Background: an optimization exercise with open tools, aiming at small area. Do not read the settings as production practice.
At most, simulation tests tie the RTL to the original design; equivalence was not proved.
The clock input has no modelled driver; a real chip could not lean on it and would need a root buffer or a full tree.
Power is estimated from default activity; no workload was simulated.

==> flow/design.v <==
module recursive_ma_fir(
	input logic clk, input logic reset_n,
	input  logic signed [15:0] d,
	output logic signed [15:0] q_8tap,
	output logic signed [15:0] q_rma
	);
	logic signed [15:0] del [7:0];
	integer i;
	always_ff@(posedge clk)
		if(reset_n == 1'b0)
			for (i = 0; i <= 7; i = i+1) begin : clear_fir
				del[i] <= 0;
			end
		else
			for (i = 0; i <= 7; i = i+1) begin : shift
				if(i == 0)
					del[i] <= d;
				else
					del[i] <= del[i-1];
			end
	logic signed [18:0] sum; assign sum =  del[0] + del[1] + del[2] + del[3] + del[4] + del[5] + del[6] + del[7];
	assign q_8tap = $signed(sum[18:3]); 
	logic signed [15:0] y_n_1;
	logic signed [15:0] x_n;
	assign x_n = del[0];
	logic signed [15:0] x_n_N;
	assign x_n_N = del[7];
	logic signed [18:0] diff;
	assign diff = x_n - x_n_N;
	logic signed [15:0] Navg;
	assign Navg = $signed(diff[18:3]);
	assign q_rma = y_n_1 + Navg;
	always_ff@(posedge clk)
	if(reset_n == 1'b0)
		 y_n_1 <= 15'd0;
	else
       y_n_1 <= q_rma;	
endmodule 
clock: 7.0 ns
lec_check: 0
cap_margin: 20
core_margin: 2
core_utilization: 40
slew_margin: 20
run.sh (not shown) runs the stock make flow with config.mk's settings and CLKGATE_MAP_FILE= SYNTH_SCRIPT=/design/flow/synth_recipe.tcl, a recipe that flattens the netlist after the stock synthesis.
Then changed:
==> flow/design.v (replaced) <==
module recursive_ma_fir(
	input logic clk, input logic reset_n,
	input  logic signed [15:0] d,
	output logic signed [15:0] q_8tap,
	output logic signed [15:0] q_rma
	);
	logic signed [15:0] del [7:0];
	integer i;
	always_ff@(posedge clk) begin
		del[0] <= d;
		for (i = 1; i <= 7; i = i+1)
			del[i] <= del[i-1];
	end
	logic [2:0] cnt;
	logic       v7;
	always_ff@(posedge clk)
		if (reset_n == 1'b0) begin
			cnt <= 3'd0;
			v7  <= 1'b0;
		end else begin
			if (cnt != 3'd7) cnt <= cnt + 3'd1;
			v7 <= (cnt == 3'd7);
		end
	logic signed [15:0] x6, x7;
	assign x6 = (cnt == 3'd7) ? del[6] : 16'sd0;
	assign x7 = v7 ? del[7] : 16'sd0;
	logic signed [18:0] sum;
	logic signed [15:0] y;
	logic signed [16:0] diff6;
	assign diff6 = d - x6;
	always_ff@(posedge clk)
		if (reset_n == 1'b0) begin
			sum <= 19'sd0;
			y   <= 16'sd0;
		end else begin
			sum <= sum + d - x7;
			y   <= y + 16'($signed(diff6[16:3]));
		end
	assign q_8tap = sum[18:3];
	assign q_rma  = y;
endmodule
Clock-buffer cell count went down by 1.
Clock power came out lower by about 2%.
Hold slack got worse by 0.13 ns.
Final cell count goes down by 26%.
Sequential power goes up by 28%.
Synthesized area shrinks by 22%.
Only the layout flow was run in the first run of this note; the RTL was not checked for function there.

---

recursive_ma_fir, a different RTL version from the one above (not shown whole).
Size in the first run: roughly 170 flip-flops, about 50 I/O pins, roughly 5200 um2 of cells after synthesis.
==> module recursive_ma_fir, before the edit <==
module recursive_ma_fir(
	input logic clk, input logic reset_n,
	input  logic signed [15:0] d,
	output logic signed [15:0] q_8tap,
	output logic signed [15:0] q_rma
	);
	localparam int SK = 14;
	logic [15:0] del [6:0];
	logic [15:0] nb7;    
	integer i;
	logic [2:0] st, st_n;
	always_comb
		case (st)
			3'b000:  st_n = 3'b111;
			3'b111:  st_n = 3'b001;
			3'b001:  st_n = 3'b101;
			3'b101:  st_n = 3'b100;
			3'b100:  st_n = 3'b110;
			3'b110:  st_n = 3'b010;
			3'b010:  st_n = 3'b011;
			default: st_n = 3'b011;
		endcase
	always_ff@(posedge clk)
		if (reset_n == 1'b0)
			st <= 3'd0;
		else
			st <= st_n;
	logic m;
	assign m = reset_n & (st == 3'b011);
	logic [15:0] n6;     
	logic [15:0] nb6;    
	assign n6  = ~({16{m}} & del[6]);
	assign nb6 = {~n6[15], n6[14:0]};
	always_ff@(posedge clk) begin
		del[0] <= d;
		for (i = 1; i <= 6; i = i+1)
			del[i] <= del[i-1];
		nb7 <= nb6;
	end
	genvar g;
	logic [SK-1:0]  s_lo;      
	logic [18:SK]   s_hi;      
	logic           s_c;       
	logic [18:0]    s;         
	logic [19:SK] ic;
	assign ic[SK] = s_c;
	generate for (g = SK; g < 18; g = g + 1) begin : s_inc
		rma_ha u (.a(s_hi[g]), .b(ic[g]), .s(s[g]), .co(ic[g+1]));
	end endgenerate
	assign s[18] = s_hi[18] ^ ic[18];
	assign s[SK-1:0] = s_lo;
	logic [15:0] db, nb;
	assign db = {~d[15], d[14:0]};
	assign nb = nb7;
	logic [15:0] ss, sk;
	generate for (g = 0; g < 16; g = g + 1) begin : s_csa
		rma_fa u (.a(s[g]), .b(db[g]), .c(nb[g]), .s(ss[g]), .co(sk[g]));
	end endgenerate
	logic [SK:0]   lc;
	logic [SK-1:0] lo_n;
	assign lo_n[0] = ~ss[0];
	assign lc[1]   = ss[0];
	generate for (g = 1; g < SK; g = g + 1) begin : s_lo_cpa
		rma_fa u (.a(ss[g]), .b(sk[g-1]), .c(lc[g]), .s(lo_n[g]), .co(lc[g+1]));
	end endgenerate
	logic [16:SK]  hc;
	logic [18:SK]  hi_n;
	rma_ha h0 (.a(ss[SK]), .b(sk[SK-1]), .s(hi_n[SK]), .co(hc[SK+1]));
	generate for (g = SK + 1; g < 16; g = g + 1) begin : s_hi_cpa
		rma_fa u (.a(ss[g]), .b(sk[g-1]), .c(hc[g]), .s(hi_n[g]), .co(hc[g+1]));
	end endgenerate
	assign hi_n[18:16] = s[18:16] + {2'b00, sk[15]} + {2'b00, hc[16]} + 3'b111;
	always_ff@(posedge clk)
		if (reset_n == 1'b0) begin
			s_lo <= '0;
			s_hi <= '0;
			s_c  <= 1'b0;
		end else begin
			s_lo <= lo_n;
			s_hi <= hi_n;
			s_c  <= lc[SK];
		end
	assign q_8tap = s[18:3];
	logic [15:0] y;
	logic c1, c2, c3;
	assign c1 = d[0] | n6[0];
	assign c2 = (d[1] & n6[1]) | (d[1] & c1) | (n6[1] & c1);
	assign c3 = (d[2] & n6[2]) | (d[2] & c2) | (n6[2] & c2);
	logic [12:0] ya, yb, ys, yk;
	assign ya = {~d[15], d[14:3]};
	assign yb = nb6[15:3];
	generate for (g = 0; g < 13; g = g + 1) begin : y_csa
		rma_fa u (.a(y[g]), .b(ya[g]), .c(yb[g]), .s(ys[g]), .co(yk[g]));
	end endgenerate
	logic [13:1] yc;
	logic [15:0] y_n;
	rma_ha y0 (.a(ys[0]), .b(c3), .s(y_n[0]), .co(yc[1]));
	generate for (g = 1; g < 13; g = g + 1) begin : y_cpa
		rma_fa u (.a(ys[g]), .b(yk[g-1]), .c(yc[g]), .s(y_n[g]), .co(yc[g+1]));
	end endgenerate
	assign y_n[15:13] = y[15:13] + {2'b00, yk[12]} + {2'b00, yc[13]} + 3'b111;
	always_ff@(posedge clk)
		if (reset_n == 1'b0)
			y <= '0;
		else
			y <= y_n;
	assign q_rma = y;
endmodule
==> flow/config.mk <==
export PLATFORM = sky130hd
export DESIGN_NAME = recursive_ma_fir
export DESIGN_NICKNAME = recursive_ma_fir
export VERILOG_FILES = /design/flow/design.v
export SDC_FILE = /design/flow/constraint.sdc
export NUM_CORES = 4
export LEC_CHECK = 0
export CAP_MARGIN = 20
export CORE_MARGIN = 2
export CORE_UTILIZATION = 65
export PLACE_DENSITY = 0.75
export SLEW_MARGIN = 20
export SYNTH_HIERARCHICAL = 1
export SYNTH_MINIMUM_KEEP_SIZE = 0
==> flow/constraint.sdc <==
create_clock -name core_clock -period 7.0 [get_ports {clk}]
set_input_delay 1.4000 -clock core_clock [delete_from_list [all_inputs] [get_ports {clk}]]
set_output_delay 1.4000 -clock core_clock [all_outputs]
set_load 0.01 [all_outputs]
standard.sh (not shown) runs the stock make flow with config.mk's settings and CLKGATE_MAP_FILE= SYNTH_SCRIPT=/design/flow/synth_recipe.tcl, a recipe that flattens the netlist after the stock synthesis.
==> flow/flow/run.sh <==
#!/bin/bash
# The standard layout (standard.sh, with the standard synthesis unchanged)
# with three changes:
# * the port buffers are buf_1 instead of the flow's default delay buffer;
# * clock tree synthesis inserts no dummy loads and builds with clkbuf_8;
# * after CTS, flow/clock_trim.tcl merges and downsizes leaf clock buffers
#   while every flip-flop clock pin keeps its slew well under the limit.
# The full make output goes to flow.log in the work folder; ORFS keeps each
# step's own log under orfs/logs.
set -euo pipefail
here=$(pwd)
bash standard.sh \
  "BUFFER_PORTS_ARGS=-buffer_cell sky130_fd_sc_hd__buf_1" \
  "CTS_ARGS=-sink_clustering_enable -repair_clock_nets -dont_use_dummy_load -buf_list sky130_fd_sc_hd__clkbuf_8" \
  "POST_CTS_TCL=$here/flow/clock_trim.tcl" \
  finish > flow.log 2>&1
Other scripts of this flow, unchanged in this note and not shown: flow/flow/clock_trim.tcl
The baseline finished with setup timing left.
Next try:
--- a/flow/design.v
+++ b/flow/design.v
@@ -6,4 +6,5 @@
 	);
 	localparam int SK = 14;
+	localparam int YK = 12;
 	logic [15:0] del [6:0];
 	logic [15:0] nb7;    
@@ -82,5 +83,15 @@
 		end
 	assign q_8tap = s[18:3];
-	logic [15:0] y;
+	logic [YK-1:0] y_lo;      
+	logic [15:YK]  y_hi;      
+	logic          y_c;       
+	logic [15:0]   y;         
+	logic [16:YK] jc;
+	assign jc[YK] = y_c;
+	generate for (g = YK; g < 15; g = g + 1) begin : y_inc
+		rma_ha u (.a(y_hi[g]), .b(jc[g]), .s(y[g]), .co(jc[g+1]));
+	end endgenerate
+	assign y[15] = y_hi[15] ^ jc[15];
+	assign y[YK-1:0] = y_lo;
 	logic c1, c2, c3;
 	assign c1 = d[0] | n6[0];
@@ -93,16 +104,27 @@
 		rma_fa u (.a(y[g]), .b(ya[g]), .c(yb[g]), .s(ys[g]), .co(yk[g]));
 	end endgenerate
-	logic [13:1] yc;
-	logic [15:0] y_n;
-	rma_ha y0 (.a(ys[0]), .b(c3), .s(y_n[0]), .co(yc[1]));
-	generate for (g = 1; g < 13; g = g + 1) begin : y_cpa
-		rma_fa u (.a(ys[g]), .b(yk[g-1]), .c(yc[g]), .s(y_n[g]), .co(yc[g+1]));
+	logic [YK:1]   yc;
+	logic [YK-1:0] ylo_n;
+	rma_ha y0 (.a(ys[0]), .b(c3), .s(ylo_n[0]), .co(yc[1]));
+	generate for (g = 1; g < YK; g = g + 1) begin : y_lo_cpa
+		rma_fa u (.a(ys[g]), .b(yk[g-1]), .c(yc[g]), .s(ylo_n[g]), .co(yc[g+1]));
 	end endgenerate
-	assign y_n[15:13] = y[15:13] + {2'b00, yk[12]} + {2'b00, yc[13]} + 3'b111;
+	logic [13:YK]  yh;
+	logic [15:YK]  yhi_n;
+	rma_ha y1 (.a(ys[YK]), .b(yk[YK-1]), .s(yhi_n[YK]), .co(yh[YK+1]));
+	generate for (g = YK + 1; g < 13; g = g + 1) begin : y_hi_cpa
+		rma_fa u (.a(ys[g]), .b(yk[g-1]), .c(yh[g]), .s(yhi_n[g]), .co(yh[g+1]));
+	end endgenerate
+	assign yhi_n[15:13] = y[15:13] + {2'b00, yk[12]} + {2'b00, yh[13]} + 3'b111;
 	always_ff@(posedge clk)
-		if (reset_n == 1'b0)
-			y <= '0;
-		else
-			y <= y_n;
+		if (reset_n == 1'b0) begin
+			y_lo <= '0;
+			y_hi <= '0;
+			y_c  <= 1'b0;
+		end else begin
+			y_lo <= ylo_n;
+			y_hi <= yhi_n;
+			y_c  <= yc[YK];
+		end
 	assign q_rma = y;
 endmodule
Effect: Now the flow finished clean. Fmax came out higher by 6.5%. Cell area came out lower by 1.1%. Setup slack gets better by 0.44 ns. Sequential share of layout area came out higher by 1.0 points. Flip-flop and latch count came out higher by 1. Clock power came out lower by about 3%. Final cell count came out higher by 0.41%.
Only the layout flow was run in the first run of this note; the RTL was not checked for function there.

-- what the ideal ports hide --
The results above use ideal ports. As a check the final layouts listed here were re-extracted and re-timed, cells and wires unchanged. Step 1, drivers: a clkbuf_16 drives clk and a buf_2 each remaining input, both assumed. Step 2 times the ports against the registers' clock, not the clock port: input delays grow and output delays shrink by t, the midpoint of the rising clock arrivals with the driver on. a / b / c = ideal ports / drivers / drivers and shift; a / b = the first two.
run	t, ns	setup slack, ns	clock arrival spread, ns
the first run of note 1	0.461	0.284 / 0.239 / 0.700	0.008 / 0.008
the second run of note 1	0.469	2.446 / 2.461 / 1.992	0.008 / 0.008
the first run of note 2	0.417	-0.241 / -0.261 / -0.679	0.035 / 0.035
the second run of note 2	0.413	0.200 / 0.210 / -0.203	0.032 / 0.032
Met with ideal ports but missed after step 2: setup timing in the second run of note 2. For the second run of note 1, which loses most, drivers alone change the setup slack by +0.015 ns; drivers and shift together by -0.454 ns.
